This design comes from an exercise in tuning for small area on the open sky130 flow, not from production work. No functional check of the RTL was part of this run. No activity file was given, so power comes from the tool's default toggle rates.

==> design/flow/flow/run.sh <==
#!/bin/bash
# Standard ORFS layout, with CTS dummy loads disabled and small port buffers.
set -euo pipefail
bash standard.sh \
  CTS_ARGS="-sink_clustering_enable -repair_clock_nets -sink_clustering_size 20 -sink_clustering_max_diameter 60 -buf_list sky130_fd_sc_hd__clkbuf_8 -dont_use_dummy_load" \
  BUFFER_PORTS_ARGS="-buffer_cell sky130_fd_sc_hd__buf_1" \
  finish > flow_make.log 2>&1
==> design/flow/standard.sh <==
#!/bin/bash
# synth_recipe.tcl (not shown) runs the flow's synth.tcl, then flattens the netlist and writes it again
# the make line also repeats each setting of config.mk as NAME=value (left out here)
make -C /OpenROAD-flow-scripts/flow DESIGN_CONFIG=/design/flow/config.mk WORK_HOME=/design/flow/orfs CLKGATE_MAP_FILE= SYNTH_SCRIPT=/design/flow/synth_recipe.tcl "${@:-finish}"
==> design/flow/config.mk <==
export PLATFORM = sky130hd
export DESIGN_NAME = axi2uart_top
export DESIGN_NICKNAME = axi2uart_top
export VERILOG_FILES = /design/flow/design.v
export SDC_FILE = /design/flow/constraint.sdc
export NUM_CORES = 4
export LEC_CHECK = 0
export CAP_MARGIN = 20
export CORE_MARGIN = 2
export CORE_UTILIZATION = 60
export CTS_BUF_LIST = sky130_fd_sc_hd__clkbuf_8
export CTS_CLUSTER_DIAMETER = 60
export CTS_CLUSTER_SIZE = 20
export SLEW_MARGIN = 20
==> design/flow/constraint.sdc <==
create_clock -name core_clock -period 10.0 [get_ports {clk}]
set_input_delay 2.0000 -clock core_clock [delete_from_list [all_inputs] [get_ports {clk}]]
set_output_delay 2.0000 -clock core_clock [all_outputs]
set_load 0.01 [all_outputs]
==> design/flow/design.v <==
`default_nettype none
module axi2uart_top (
   s_axi_arready, s_axi_rdata, s_axi_rresp, s_axi_rvalid,
   s_axi_awready, s_axi_wready, s_axi_bresp, s_axi_bvalid,
   uart_irq, uart_tx,
   clk, rst_n, s_axi_araddr,
   s_axi_arvalid, s_axi_rready, s_axi_awaddr,
   s_axi_awvalid, s_axi_wdata, s_axi_wstrb, s_axi_wvalid,
   s_axi_bready, uart_rx
   );
  input  wire        clk;
  input  wire        rst_n;
  input  wire        uart_rx;
  output wire        uart_tx;
  output wire        uart_irq;
  input  wire [4:0]  s_axi_araddr;
  input  wire        s_axi_arvalid;
  output wire        s_axi_arready;
  output wire [31:0] s_axi_rdata;
  output wire [1:0]  s_axi_rresp;
  output wire        s_axi_rvalid;
  input  wire        s_axi_rready;
  input  wire [4:0]  s_axi_awaddr;
  input  wire        s_axi_awvalid;
  output wire        s_axi_awready;
  input  wire [31:0] s_axi_wdata;
  input  wire [3:0]  s_axi_wstrb;
  input  wire        s_axi_wvalid;
  output wire        s_axi_wready;
  output wire [1:0]  s_axi_bresp;
  output wire        s_axi_bvalid;
  input  wire        s_axi_bready;
  localparam [31:0] DIV_INIT = 32'd434;
  reg init;
  always @(posedge clk, negedge rst_n)
    if (!rst_n) init <= 1'b0;
    else        init <= 1'b1;
  localparam [1:0] WI = 2'd0, WA = 2'd1, WAP = 2'd2, WAD = 2'd3;
  reg  [1:0] wst;
  reg        dlab, stop2, pen, pmode;
  reg        irq_en;
  reg        txrst;        
  reg        avail;        
  reg [31:0] wd_q;         
  reg [31:0] div;          
  wire       wren  = s_axi_awvalid & s_axi_wvalid;
  wire [2:0] waddr = s_axi_awaddr[4:2];
  wire       wack  = (wst != WI);
  wire       widle = (wst == WI) & init;
  wire       tfull;
  always @(posedge clk, negedge rst_n) begin
    if (!rst_n) begin
      wst    <= WI;
      dlab   <= 1'b0;
      stop2  <= 1'b0;
      pen    <= 1'b0;
      pmode  <= 1'b0;
      irq_en <= 1'b1;
      txrst  <= 1'b1;
      avail  <= 1'b1;
    end else begin
      avail <= txrst;
      if (wack) begin
        wst   <= WI;
        txrst <= 1'b0;
      end else if (widle & wren) begin
        case (waddr)
          3'd0: wst <= dlab ? WA : (tfull ? WI : WAP);
          3'd1: begin
            wst <= WA;
            if (!dlab) irq_en <= s_axi_wdata[0];
          end
          3'd2: wst <= dlab ? WAD : WA;
          3'd3: begin
            wst   <= WA;
            dlab  <= s_axi_wdata[7];
            pmode <= s_axi_wdata[4];
            pen   <= s_axi_wdata[3];
            stop2 <= s_axi_wdata[2];
          end
          default: wst <= WA;
        endcase
      end
    end
  end
  always @(posedge clk) begin
    wd_q <= s_axi_wdata;
    if (!init)
      div <= DIV_INIT;
    else if (wst == WAD)
      div <= wd_q;
  end
  assign s_axi_awready = wren & wack;
  assign s_axi_wready  = wren & wack;
  assign s_axi_bvalid  = wren & wack;
  assign s_axi_bresp   = 2'b00;
  reg  [7:0] tmem [0:15];
  reg  [3:0] th, tt;
  reg        tne;
  wire       tpush = (wst == WAP) & ~txrst;
  wire       tpop;
  assign tfull = tne & (th == tt);
  always @(posedge clk)
    if (wst == WAP) tmem[tt] <= wd_q[7:0];
  always @(posedge clk, negedge rst_n) begin
    if (!rst_n) begin
      th  <= 4'd0;
      tt  <= 4'd0;
      tne <= 1'b0;
    end else begin
      if (tpush) tt <= tt + 4'd1;
      if (tpop)  th <= th + 4'd1;
      if (tpush) tne <= 1'b1;
      else if (tpop && (th + 4'd1 == tt)) tne <= 1'b0;
    end
  end
  localparam [2:0] XE = 3'd0, XI = 3'd1, XL = 3'd2, XD = 3'd3, XP = 3'd4, XS = 3'd5;
  reg  [2:0]  xst;
  reg  [31:0] tc;
  reg  [2:0]  tbc;
  reg  [7:0]  td;
  reg         txo;
  reg         pend, pcnt;
  wire        tidle = (xst == XE) | (xst == XI) | (xst == XL);
  wire        tfire = (tc >= div);
  wire        tbit  = td[tbc];
  assign tpop = (xst == XL);
  always @(posedge clk) begin
    tc   <= (tidle | tfire) ? 32'd0 : tc + 32'd1;
    if (tidle)
      tbc <= 3'd0;
    else if (tfire & ((xst == XD) | (xst == XS)))
      tbc <= tbc + 3'd1;
    if (xst == XL) td <= tmem[th];
    pend <= (xst == XD) & tfire & tbit;
    pcnt <= tidle ? 1'b0 : (pcnt ^ pend);
  end
  always @(posedge clk, negedge rst_n) begin
    if (!rst_n) begin
      xst <= XE;
      txo <= 1'b1;
    end else begin
      case (xst)
        XE: xst <= XI;
        XI: if (tne) xst <= XL;
        XL: begin
          xst <= XD;
          txo <= 1'b0;
        end
        XD: if (tfire) begin
          txo <= tbit;
          if (tbc == 3'd7) xst <= pen ? XP : XS;
        end
        XP: if (tfire) begin
          txo <= pmode ? pcnt : ~pcnt;
          xst <= XS;
        end
        XS: if (tfire) begin
          txo <= 1'b1;
          if (stop2 ? (tbc[1:0] == 2'd2) : (tbc[1:0] == 2'd1)) xst <= XE;
        end
        default: xst <= XE;
      endcase
    end
  end
  assign uart_tx = txo;
  localparam [2:0] QI = 3'd0, QV = 3'd1, QS = 3'd2, QD = 3'd3, QP = 3'd4, Q1 = 3'd5, Q2 = 3'd6;
  reg  [2:0]  sync;
  reg  [2:0]  qst;
  reg  [31:0] rc;
  reg  [2:0]  rbc;
  reg  [7:0]  rsh;
  wire        rxb   = sync[2];
  wire        ridle = (qst == QI) | (qst == QV);
  wire [32:0] rc1   = {1'b0, rc} + 33'd1;
  wire        divz  = (div == 32'd0);
  wire        rfire = (rc1 >= {divz, div});    
  always @(posedge clk, negedge rst_n)
    if (!rst_n) sync <= 3'b111;
    else        sync <= {sync[1:0], uart_rx};
  always @(posedge clk) begin
    rc <= ridle ? {1'b0, div[31:1]} : (rfire ? 32'd0 : rc1[31:0]);
    if (ridle)
      rbc <= 3'd0;
    else if ((qst == QD) & rfire)
      rbc <= rbc + 3'd1;
    if ((qst == QD) & rfire) rsh <= {rxb, rsh[7:1]};
  end
  always @(posedge clk, negedge rst_n) begin
    if (!rst_n)
      qst <= QI;
    else begin
      case (qst)
        QI, QV: qst <= rxb ? QI : QS;
        QS: if (rfire) qst <= QD;
        QD: if (rfire && rbc == 3'd7) qst <= pen ? QP : Q1;
        QP: if (rfire) qst <= Q1;
        Q1: if (rfire) qst <= stop2 ? Q2 : QV;
        Q2: if (rfire) qst <= QV;
        default: qst <= QI;
      endcase
    end
  end
  reg  [7:0] rmem [0:15];
  reg  [3:0] rh, rt;
  reg        rne;
  wire       rfull = rne & (rh == rt);
  wire       rpush = (qst == QV);
  wire       rpull;
  wire [7:0] rout  = rne ? rmem[rh] : 8'd0;
  always @(posedge clk)
    if (rpush & (rpull | ~rfull)) rmem[rt] <= rsh;
  always @(posedge clk, negedge rst_n) begin
    if (!rst_n) begin
      rh  <= 4'd0;
      rt  <= 4'd0;
      rne <= 1'b0;
    end else begin
      if (rpush) rt <= rt + 4'd1;
      if ((rpull & rne) | (rpush & rfull)) rh <= rh + 4'd1;
      if (rpush) rne <= 1'b1;
      else if (rpull & rne & (rh + 4'd1 == rt)) rne <= 1'b0;
    end
  end
  assign uart_irq = rne & irq_en;
  localparam [2:0] R0 = 3'd0, R1 = 3'd1, RI = 3'd2, RHP = 3'd3, RHN = 3'd4, RAP = 3'd5, RAN = 3'd6, RAD = 3'd7;
  reg  [2:0] rdst;
  reg  [7:0] rd;
  wire [2:0] raddr = s_axi_araddr[4:2];
  wire       rhold = (rdst == RHP) | (rdst == RHN) | (rdst == RAP) | (rdst == RAN);
  assign rpull = (rdst == RHP) | (rdst == RAP);
  always @(posedge clk, negedge rst_n) begin
    if (!rst_n) begin
      rdst <= R0;
      rd   <= 8'd0;
    end else begin
      case (rdst)
        R0: begin
          rd   <= 8'd0;
          rdst <= R1;
        end
        R1: rdst <= RI;
        RI: begin
          if (s_axi_arvalid) begin
            case (raddr)
              3'd0: begin
                if (!dlab) begin
                  rd   <= rout;
                  rdst <= RHP;
                end else
                  rdst <= RHN;
              end
              3'd5: begin
                rd   <= {1'b0, avail, avail, 4'd0, rne & irq_en};
                rdst <= RHN;
              end
              default: rdst <= RAD;
            endcase
          end else
            rdst <= R0;
        end
        RHP: if (s_axi_rready) rdst <= RAP;
        RHN: if (s_axi_rready) rdst <= RAN;
        default: rdst <= RI;
      endcase
    end
  end
  assign s_axi_rdata   = {24'd0, rd};
  assign s_axi_rresp   = 2'b00;
  assign s_axi_rvalid  = rhold;
  assign s_axi_arready = s_axi_arvalid & rhold;
endmodule
`default_nettype wire
==> results.txt <==
[synthesized netlist by cell type, types with 12 or more instances]
master and count:
mux4_1 20, xor2_1 44, o21ai_0 24, dfxtp_1 136, a21oi_1 34, nand2_1 169
nor2_1 102, o22ai_1 19, xnor2_1 45, nand4_1 27, clkbuf_1 32, ha_1 81
a21boi_0 27, edfxtp_1 272, mux4_2 62, nor3_1 16, and3_1 21, dfrtp_1 42
buf_4 33, nand2b_1 19, nor4_1 12, nand3_1 42, inv_1 59
[sequential cells by signal, summed over array words and instances (netlist names), 2 cells and up]
name  flops
tc       32
rsh       8
td        8
th        4
tbc       3
rdst      3
tmem    128
rc       32
rmem    128
rh        4
wst       2
sync      3
wd_q     32
rt        4
tt        4
qst       3
rd        8
rbc       3
div      32
xst       3
[stage by stage]
step                worst slack [ns]  power [mW]  hold slack, ns  std cells
finish                          5.54        3.38           0.363       1973
global route                    5.35        3.52           0.367       1973
CTS                             5.53        3.42           0.363       1973
detailed placement              5.54        2.55           0.347       1937
global placement                5.54        2.55           0.347       1937
floorplan                       5.56        2.44           0.345       1506
[area by class of cell]
class	instances	share of cell area
repair buffers	73	0.0157
clock buffers	36	0.0237
inverters	59	0.0106
flip-flops and latches	457	0.580
well taps	442	0.0265
multi-input cells	906	0.343
[layer usage]
metal | wire length [µm] | part of all wire | up-vias | track usage
met3 | 1820 | 0.045 | 46 | 0.0354
met4 | 556 | 0.014 | 4 | 0.0460
met5 | 23 | 0.00057 | - | 0
li1 | - | - | 5478 | -
met2 | 18800 | 0.46 | 262 | 0.387
met1 | 19400 | 0.48 | 5681 | 0.371
[cells by family after synthesis]
| logic type | share of synthesized area |
|---|---|
| other cells | 0.000377 |
| buf+inv | 0.0363 |
| compound gates | 0.0563 |
| flops | 0.609 |
| fa+ha+maj | 0.0509 |
| mux | 0.104 |
| xor+xnor | 0.0392 |
| simple gates | 0.104 |
[how the worst max path moves through the flow]
stage                     depth (start not counted)             endpoint          start
after floorplan                                   3         s_axi_bvalid  s_axi_awvalid
after global placement                            4         s_axi_bvalid  s_axi_awvalid
after detailed placement                          4         s_axi_bvalid  s_axi_awvalid
after CTS                                         4         s_axi_bvalid  s_axi_awvalid
after global routing                             15  rbc[1]$_SDFFE_PN0P_  rc[0]$_DFF_P_
final                                             4         s_axi_bvalid  s_axi_awvalid
[report_power, final]
group	leakage, nW	switching, mW	internal, mW	total, mW
registers	4.17	0.0637	2.03	2.09
logic	3.02	0.216	0.197	0.413
clock network	0.259	0.550	0.325	0.874
[critical path: stages]
cell and delay [ns]:
buf_1 0.09, nand2_1 0.06, nor2_1 0.14, buf_1 0.17
==> impl_metrics.yaml <==
hold_path:
  whs_endpoint: "sync[1]$_DFF_PN1_"
  hp-start: "sync[0]$_DFF_PN1_"
  hold_class: "flip-flop to flip-flop"
  whs_path_depth: 0
die:
  dieArea_um2: 34700
  coreArea_um2: 32600
  die_x_um: 186
  start_util: 0.610
  die_height_um: 186
  rows: 66
  ios: 97
clock_network:
  cts_buffers: 36
  cts_setup_buffers: 0
  path_clk_slew_ns: 0.10
  clkSinkCount: 457
  cts_root_buffer: "clkbuf_8"
  ctsHoldBuffers: 0
  clk_latency_ns: 0.57
  cts_tree: "done"
  cts.repair.resized: 0
  clock_path_buffers: 3
  htreeDepth: 2
yosys:
  synth_edf_count: 272
  netlist_top_cells_area: "edfxtp_1, dfxtp_1, mux4_2"
  ys_async_sr_fraction: 0.107
  syn_area_per_cell_um2: 13.5
  ys_warn_count: 1
  synth_top_area_cell: "edfxtp_1"
  syn_inst: 1479
  yosysSeqAreaShare: 0.609
  ys_seq_elements: 457
  ys_types: 67
  synth_top_area_share: 0.410
  yosys_most_used_dff: "edfxtp_1"
  syn_area_um2: 19900
job:
  cap_viol_max_count: 0
grt:
  grt_start_max_net_pins: 50
  grt_use_total: 0.246
  grt_pass1_vias: 11100
  grt_pass1_wl_um: 63900
  antenna_found_initial: 2
  overflow: 0
timing:
  fin_setup_tns_ns: 0
  worst_slew_pin_slew_ns: 1.03
  slew_headroom: 0.309
  post-route-period-util: 0.446
  finalClockSkew_ns: 0.0506
  fin_crit_ns: 4.46
  grt_setup_unrepaired: "no"
  slew_viol_final: 0
  hold_viol: 0
  max_clock_freq_mhz: 224
  finalSetupViolations: 0
cells_and_area:
  final_util: 0.641
  final_common_cell: "edfxtp_1"
  final_cell_mix: "edfxtp_1, nand2_1, dfxtp_1, nor2_1, ha_1"
  diodes: 0
  fin_area_um2: 20900
  multi_input_area_um2: 7180
  seq_area_um2: 12100
  area_growth_pct: 5.01
  nets: 1668
  nFillCells: 2488
  final_layout_size_suffix_gt1_frac: 0.0927
setup_path:
  critPathMaxFanout: 3
  r2r_setup_slack_ns: 5.60
  end_kind: "primary output"
  critical_path_class: "input pin to primary output"
  crit_path_start_kind: "input pin"
  r2r_cells: 15
  crit_required_ns: 8.00
  r2r_start: "rc[0]$_DFF_P_"
  cp.arrival_ns: 2.46
  r2r_end: "rbc[1]$_SDFFE_PN0P_"
placement:
  dp.final_hpwl_um: 28000
  place.gp.congestion: 0.853
  numPortBuffers: 59
  placed_area_um2: 20400
pwr:
  ir_drop_mv: 0.177
  p_per_area_nw_per_um2: 162
  leakage_nw: 7.45
routing:
  dr_total_vias: 11500
  drtAntennaViolNets: 0
  dr.first_iter.drc_count: 868
  dr.pass1.iters: 5
  viasPerCell: 5.81
  drc: 0
  routedWlPerCell_um: 20.5
  wl_um: 40500
status:
  outcome: "complete, no violations"

==> static timing again, ports no longer ideal <==
How much do the figures lean on ideal ports? The routed layout below was timed once more, with nothing changed but the port constraints.
Step 1 sets driving cells, clkbuf_16 on the clock port and buf_2 on the other inputs (assumed; they add their load-dependent delay and slew).
Step 2, shift: input delay + t, output delay - t, t = (earliest + latest rising clock arrival at the registers) / 2. This alone moves slack from input paths to output paths.
Slacks: ideal ports / drivers / drivers and shift; pairs: ideal ports / drivers.
t (ns): 0.595
slack for setup (ns): 5.542 / 5.521 / 5.521
hold WS [ns]: 0.363 / 0.363 / 0.363
worst register clock-pin slew, ns: 0.11 / 0.11
After both steps this run still meets setup and hold. The setup slack of this run moves by -0.021 ns with the drivers and by -0.021 ns with both steps.
